Context: an optimization exercise on an open-source flow, tuned for small area, a short achievable clock period and few clock cycles per item. The choices shown serve that exercise and are no tape-out recipe.
Only simulation tests tie the RTL to the original design; equivalence was not proved.
Power and IR drop assume default switching activity.

===== flow/design.v =====
`timescale          1ns/1ps
`default_nettype    none
module MS_DMAC_AHBL (
    input   wire    HCLK,
    input   wire    HRESETn,
    output  wire    IRQ,
    input wire          HSEL,
    input wire [31:0]   HADDR,
    input wire [1:0]    HTRANS,
    input wire          HWRITE,
    input wire          HREADY,
    input wire [31:0]   HWDATA,
    input wire [2:0]    HSIZE,
    output wire         HREADYOUT,
    output wire [31:0]  HRDATA,
    output wire [31:0]  M_HADDR,
    output wire [1:0]   M_HTRANS,
    output wire [2:0] 	M_HSIZE,
    output wire         M_HWRITE,
    output wire [31:0]  M_HWDATA,
    input wire          M_HREADY,
    input wire [31:0]   M_HRDATA
);
    reg [5:0]   sel;
    reg         sel_none;
    reg         wflag;
    wire [15:0] a = HADDR[15:0];
    wire [5:0]  dec = { a == 16'h14, a == 16'h10, a == 16'h0C,
                        a == 16'h08, a == 16'h04, a == 16'h00 };
    always @(posedge HCLK) begin
        if (HREADY) begin
            sel      <= dec;
            sel_none <= ~|dec;
            wflag    <= HSEL & HWRITE & HTRANS[1];
        end
    end
    wire we_ctrl  = wflag & sel[0];
    wire we_saddr = wflag & sel[2];
    wire we_daddr = wflag & sel[3];
    wire we_size  = wflag & sel[4];
    wire we_trig  = wflag & sel[5];
    reg [31:0]  CTRL_REG;
    reg [31:0]  SADDR_REG;
    reg [31:0]  DADDR_REG;
    reg [15:0]  SIZE_REG;
    reg         TRIG_REG;
    reg         done_r;
    wire        done_set;
    always @(posedge HCLK or negedge HRESETn)
        if (~HRESETn) CTRL_REG <= 32'h0;
        else if (we_ctrl) CTRL_REG <= HWDATA;
    always @(posedge HCLK or negedge HRESETn)
        if (~HRESETn) SADDR_REG <= 32'h0;
        else if (we_saddr) SADDR_REG <= HWDATA;
    always @(posedge HCLK or negedge HRESETn)
        if (~HRESETn) DADDR_REG <= 32'h0;
        else if (we_daddr) DADDR_REG <= HWDATA;
    always @(posedge HCLK or negedge HRESETn)
        if (~HRESETn) SIZE_REG <= 16'h0;
        else if (we_size) SIZE_REG <= HWDATA[15:0];
    always @(posedge HCLK or negedge HRESETn)
        if (~HRESETn) TRIG_REG <= 1'b0;
        else if (we_trig) TRIG_REG <= HWDATA[0];
        else if (done_set) TRIG_REG <= 1'b0;
    always @(posedge HCLK or negedge HRESETn)
        if (~HRESETn) done_r <= 1'b0;
        else if (we_trig) done_r <= 1'b0;
        else if (done_set) done_r <= 1'b1;
    wire        EN        = CTRL_REG[0];
    wire [1:0]  SRC_TYPE  = CTRL_REG[17:16];
    wire        SRC_AI    = CTRL_REG[18];
    wire [1:0]  DEST_TYPE = CTRL_REG[25:24];
    wire        DEST_AI   = CTRL_REG[26];
    assign IRQ = done_r & EN;
    assign HRDATA = ({32{sel[0]}}   & CTRL_REG)
                  | ({32{sel[1]}}   & {31'h0, IRQ})
                  | ({32{sel[2]}}   & SADDR_REG)
                  | ({32{sel[3]}}   & DADDR_REG)
                  | ({32{sel[4]}}   & {16'h0, SIZE_REG})
                  | ({32{sel[5]}}   & {31'h0, TRIG_REG})
                  | ({32{sel_none}} & 32'hDEADBEEF);
    assign HREADYOUT = 1'b1;
    localparam  S_IDLE = 3'd0,   
                S_R0   = 3'd1,   
                S_RD   = 3'd2,   
                S_WN   = 3'd3,   
                S_WP   = 3'd4,   
                S_WF   = 3'd5,   
                S_BUB  = 3'd6,   
                S_FDP  = 3'd7;   
    reg [2:0]   st, nst;
    reg         htrans_r;
    reg         hwrite_r;
    reg [15:0]  rem;             
    reg [31:0]  cur;             
    reg [31:0]  alt;             
    wire last = (rem == 16'h0);
    wire trig_nx = we_trig ? HWDATA[0] : TRIG_REG;
    wire en_nx   = we_ctrl ? HWDATA[0] : EN;
    wire start   = trig_nx & en_nx;
    always @* begin
        nst = st;
        case (st)
            S_IDLE: if (start)    nst = S_R0;
            S_R0:   if (M_HREADY) nst = last ? S_BUB : S_RD;
            S_RD:   if (M_HREADY) nst = last ? S_WP  : S_WN;
            S_WN:   if (M_HREADY) nst = S_RD;
            S_WP:   if (M_HREADY) nst = S_WF;
            S_WF:   if (M_HREADY) nst = S_FDP;
            S_BUB:  if (M_HREADY) nst = S_WF;
            S_FDP:  if (M_HREADY) nst = S_IDLE;
        endcase
    end
    always @(posedge HCLK or negedge HRESETn)
        if (~HRESETn) begin
            st       <= S_IDLE;
            htrans_r <= 1'b0;
            hwrite_r <= 1'b0;
        end else begin
            st       <= nst;
            htrans_r <= (nst == S_R0) | (nst == S_RD) | (nst == S_WN) |
                        (nst == S_WP) | (nst == S_WF);
            hwrite_r <= (nst == S_WN) | (nst == S_WP) | (nst == S_WF);
        end
    assign done_set = (st == S_FDP) & M_HREADY;
    wire is_rd = (st == S_R0) | (st == S_RD);
    wire swap  = ((st == S_R0) & last) | (st == S_RD) | (st == S_WN);
    wire incr  = ((st == S_R0) & ~last) | (st == S_WP);
    wire [1:0]  typ  = is_rd ? SRC_TYPE : DEST_TYPE;
    wire        ai   = is_rd ? SRC_AI   : DEST_AI;
    wire [3:0]  step = ai ? (4'h1 << typ) : 4'h0;
    wire [31:0] nxt  = cur + {28'h0, step};
    always @(posedge HCLK) begin
        if (st == S_IDLE) begin
            cur <= SADDR_REG;
            alt <= DADDR_REG;
            rem <= SIZE_REG;
        end else if (M_HREADY) begin
            if (swap) begin
                cur <= alt;
                alt <= nxt;
            end else if (incr)
                cur <= nxt;
            if (is_rd)
                rem <= rem - 16'h1;
        end
    end
    reg         dp_r, dp_w;
    reg         rsel, wsel;
    reg [31:0]  buf0, buf1;
    always @(posedge HCLK)
        if (M_HREADY) begin
            dp_r <= htrans_r & ~hwrite_r;
            dp_w <= htrans_r &  hwrite_r;
        end
    always @(posedge HCLK)
        if (st == S_IDLE) begin
            rsel <= 1'b0;
            wsel <= 1'b0;
        end else if (M_HREADY) begin
            if (dp_r) rsel <= ~rsel;
            if (dp_w) wsel <= ~wsel;
        end
    always @(posedge HCLK) begin
        if (dp_r & ~rsel) buf0 <= M_HRDATA;
        if (dp_r &  rsel) buf1 <= M_HRDATA;
    end
    assign M_HADDR  = cur;
    assign M_HTRANS = {htrans_r, 1'b0};
    assign M_HWRITE = hwrite_r;
    assign M_HSIZE  = {1'b0, hwrite_r ? DEST_TYPE : SRC_TYPE};
    assign M_HWDATA = wsel ? buf1 : buf0;
endmodule

===== flow/run.sh =====
#!/bin/bash
# synth_recipe.tcl (not shown) runs the flow's synth.tcl, then flattens the netlist and writes it again
# the make line also repeats each setting of config.mk as NAME=value (left out here)
make -C /OpenROAD-flow-scripts/flow DESIGN_CONFIG=/design/flow/config.mk WORK_HOME=/design/flow/orfs CLKGATE_MAP_FILE= SYNTH_SCRIPT=/design/flow/synth_recipe.tcl finish

===== flow/config.mk =====
export PLATFORM = sky130hd
export DESIGN_NAME = MS_DMAC_AHBL
export DESIGN_NICKNAME = MS_DMAC_AHBL
export VERILOG_FILES = /design/flow/design.v
export SDC_FILE = /design/flow/constraint.sdc
export NUM_CORES = 4
export LEC_CHECK = 0
export CAP_MARGIN = 20
export CORE_MARGIN = 2
export CORE_UTILIZATION = 40
export SLEW_MARGIN = 20

===== flow/constraint.sdc =====
create_clock -name core_clock -period 7.0 [get_ports {HCLK}]
set_input_delay 1.4000 -clock core_clock [delete_from_list [all_inputs] [get_ports {HCLK}]]
set_output_delay 1.4000 -clock core_clock [all_outputs]
set_load 0.01 [all_outputs]

==> key figures <==
Synthesis
  – #FFs+latches synth: 275
  – Ys Warns: 1
  – Avg Cell Area, Syn: 12.7 um2
  – Post-synth top flop: edfxtp_1
  – Synth Instances: 994
  – Synthesized area: 0.0126 mm2
  – Post-synth EDFFs: 154
  – Number of library cell types mapped by synthesis: 57
  – Register area share after synthesis: 60.7%
  – Asr flop ratio synth: 43.3%

Clock tree
  – Post-CTS setup buffer count: 0
  – Worst skew pair latency: 0.55 ns
  – CTS buffer count: 31
  – Post-CTS sizing: 0
  – CTS Hold Buffers Added: 0
  – Max H-tree Level: 1
  – Clk buf depth: 3
  – CTS tree: done
  – Root Buffer: clkbuf_16
  – Reg clk slew, reported paths: 0.06 ns
  – Clock sink count: 275

Min path
  – Hold Path Depth: 1
  – Hold_sp: CTRL_REG[12]$_DFFE_PN0P_
  – Hold EP: CTRL_REG[12]$_DFFE_PN0P_
  – Worst Hold Class: flop to flop

Timing
  – Slew @ Worst Pin: 1.00 ns
  – Skew final: 0.0167 ns
  – WHS: 0.504 ns
  – Count of final hold-check violations: 0
  – Setup Viol. Count Final: 0
  – Final worst path period need: 3.98 ns
  – F_max: 251 MHz
  – Max-slew violation count: 0
  – Setup TNS: 0 ns
  – Fin crit share: 56.8%
  – RSZ-0062 raised after global routing: no
  – Slew HR: 32.7%

Placement
  – # port buffers: 187
  – Routability cong.: 0.765
  – DP Wirelength: 21000 um
  – DP Area: 0.0148 mm2

Global routing
  – Vias in the first global route: 9048
  – Initial antenna violation count: 0
  – Grt total ovfl: 0
  – Largest net degree at the start of global routing: 73
  – First-pass GRT wire length: 52600 um
  – Total Routing Usage GR: 20.5%

Finish
  – Nets: 1286
  – Finished layout cell area: 0.0159 mm2
  – Antenna cells: 0
  – Share of cells above drive strength 1: 20.6%
  – Fill count: 2694
  – P&R area growth vs syn: 26.7%

Setup path
  – CP dominant cell by count: nand2_1
  – Arrival @ worst endpoint: 4.20 ns
  – R2R setup slack: 3.02 ns
  – Slowest stage delay, CP: 0.72 ns
  – Setup CP Type: flop to flop
  – Nature of the critical path startpoint: flop
  – CP Max Fanout: 25
  – CP max stage cell: nor2_4
  – Reg2reg start: rem[0]$_DFFE_PP_
  – R2r worst-path depth: 9
  – Setup crit end kind: flop
  – Worst EP required: 7.22 ns
  – R2R Path End: alt[24]$_DFFE_PP_
  – Critical path cell sequence: inv_1 -> ha_1 -> nor3b_2 -> nand3b_2 -> o41a_1 -> nor2_4 -> nand2_1 -> nand2_1 -> buf_4

Detailed routing
  – Remaining antenna violation count after routing: 0
  – Routed Wire Length: 33700 um
  – Vias: 8782
  – Initial DRC count: 751
  – Drt first pass iters: 7
  – Via density: 5.52
  – Post-DR wirelength/cell: 21.2 um
  – Remaining DRCs: 0

Die
  – Total die area: 0.0329 mm2
  – Rows: 64
  – Number of I/O pins: 211
  – DIE WIDTH: 181 um
  – CORE AREA: 0.0307 mm2
  – Initial Utilization: 40.9%
  – Chip Height: 181 um

Power
  – VDD IR max: 0.212 mV
  – Reported leakage power: 0.00592 uW
  – PD cells: 303 mW/mm2

Run
  – # Max-Cap Violations: 0

Status
  – Status: complete, no violations
==> flip-flops by register name (all words and copies together), names as in the netlist, 3 cells and up <==
register and count:
CTRL_REG 32, DADDR_REG 32, SADDR_REG 32, SIZE_REG 16, alt 32, buf0 32, buf1 32, cur 32
rem 16, sel 6, st 3
==> worst max-delay path by stage <==
stage / startpoint / endpoint / slack, ns
floorplan: st[0]$_DFF_PN0_ / cur[24]$_DFFE_PP_ / 3.71
global placement: rem[0]$_DFFE_PP_ / alt[29]$_DFFE_PP_ / 3.08
detailed placement: rem[0]$_DFFE_PP_ / alt[23]$_DFFE_PP_ / 3.03
CTS: rem[0]$_DFFE_PP_ / alt[24]$_DFFE_PP_ / 3.01
global route: rem[0]$_DFFE_PP_ / alt[16]$_DFFE_PP_ / 2.71
finish: rem[0]$_DFFE_PP_ / alt[24]$_DFFE_PP_ / 3.02
==> critical path, delay by kind of cell (launching register included) <==
kind	cells	cell delay, ns
simple gates	5	1.91
compound gates	1	0.56
buf+inv	2	0.54
flops	1	0.43
fa+ha+maj	1	0.18
==> area by class of cell <==
class                           count  area, um2  share of cell area [%]
Timing Repair Buffer              204       2000                    12.5
Sequential cell                   275       7640                    47.9
Tap cell                          396        495                    3.11
Clock buffer                       34        787                    4.94
Inverter                           15       56.3                   0.353
Clock inverter                     22        332                    2.08
Multi-Input combinational cell    646       4630                    29.1
==> power by group <==
part	total (uW)	switching (uW)	internal, uW
Sequential	2110	140	1970
Clock	1790	652	1130
Combinational	935	426	509
Total	4830	1220	3610
==> kinds of logic (layout without fill, tap and decap cells) <==
family | after synthesis | in the layout | synth area share (%)
other cells | 2 | 3 | 0.0597
fa+ha+maj | 7 | 7 | 0.736
simple gates | 243 | 243 | 8.85
buf+inv | 74 | 275 | 2.60
flops | 275 | 275 | 60.7
compound gates | 186 | 186 | 9.38
xor+xnor | 44 | 44 | 3.06
mux | 163 | 163 | 14.6
==> stage by stage <==
stage               cells  setup slack, ns  power [uW]  utilization [%]
floorplan             995             3.71        2610                -
global placement     1536             3.08        3070             48.2
detailed placement   1536             3.03        3090             48.2
CTS                  1592             3.01        4880             51.8
global route         1592             2.71        5030             51.8
finish               1592             3.02        4830             51.8
==> routing by layer <==
layer,part of all wire [%],wire length (um),global-route usage (%),vias up
met1,44,14800,27.9,4418
met5,0,0,0,-
met3,5.9,1970,3.04,51
li1,-,-,-,4028
met4,1.9,624,5.33,0
met2,48,16300,34.4,285
==> cell usage after synthesis, types with 2 or more instances <==
master,instances,area share (%)
buf_2,3,0.12
a222oi_1,18,1.4
and3_1,6,0.30
nor3_1,8,0.32
dfrtp_1,119,24
nor3b_1,2,0.12
xor2_1,18,1.3
o21ai_2,5,0.35
or4_1,2,0.12
xnor2_1,26,1.8
buf_6,4,0.36
mux2i_1,2,0.16
or3_1,3,0.15
mux2_2,161,14
o21ai_0,29,1.2
nand3_1,11,0.44
nand4_1,15,0.75
o21a_1,2,0.12
nor2_1,72,2.1
edfxtp_1,154,37
and2_1,8,0.40
nand2_1,98,2.9
buf_4,4,0.24
o22ai_2,4,0.40
conb_1,2,0.060
a31oi_1,4,0.20
a22oi_1,24,1.4
clkbuf_1,37,1.1
and4_1,2,0.14
inv_1,14,0.42
ha_1,5,0.50
nor2b_1,4,0.20
dfxtp_1,2,0.32
o21ai_1,21,0.84
nor4_1,4,0.20
nor4_2,2,0.20
o22ai_1,7,0.35
buf_1,11,0.33
a21oi_1,63,2.5
==> cells in the final DEF (no fill, tap or decap), types with 24 or more instances in the layout <==
master           instances
nand2_1                 97
nor2_1                  70
o21ai_0                 29
clkbuf_16               31
clkdlybuf4s50_1        186
xnor2_1                 26
dfrtp_1                119
a22oi_1                 24
edfxtp_1               154
a21oi_1                 63
mux2_2                 161
Testbench counts, summed over its fixed seeds: cycles 100,757, items 25,289.

## port drivers added, routing unchanged
The results above use ideal ports. As a check the final layout listed here was re-extracted and re-timed, cells and wires unchanged.
Step 1 assumes that a clkbuf_16 drives the clock port and a buf_2 every other input.
Step 2 times the ports against the registers' clock, not the clock port: input delays grow and output delays shrink by t, the midpoint of the rising clock arrivals with the driver on.
Slacks: ideal / step 1 / step 2; pairs: ideal / step 1.
shift t [ns]: 0.599
setup slack, ns: 3.023 / 3.023 / 3.023
worst hold slack (ns): 0.504 / 0.504 / 0.504
latest minus earliest clock arrival (ns): 0.018 / 0.017
After both steps setup and hold are still met in this run. The setup slack of this run moves by 0.000 ns with the drivers and by 0.000 ns with both steps.
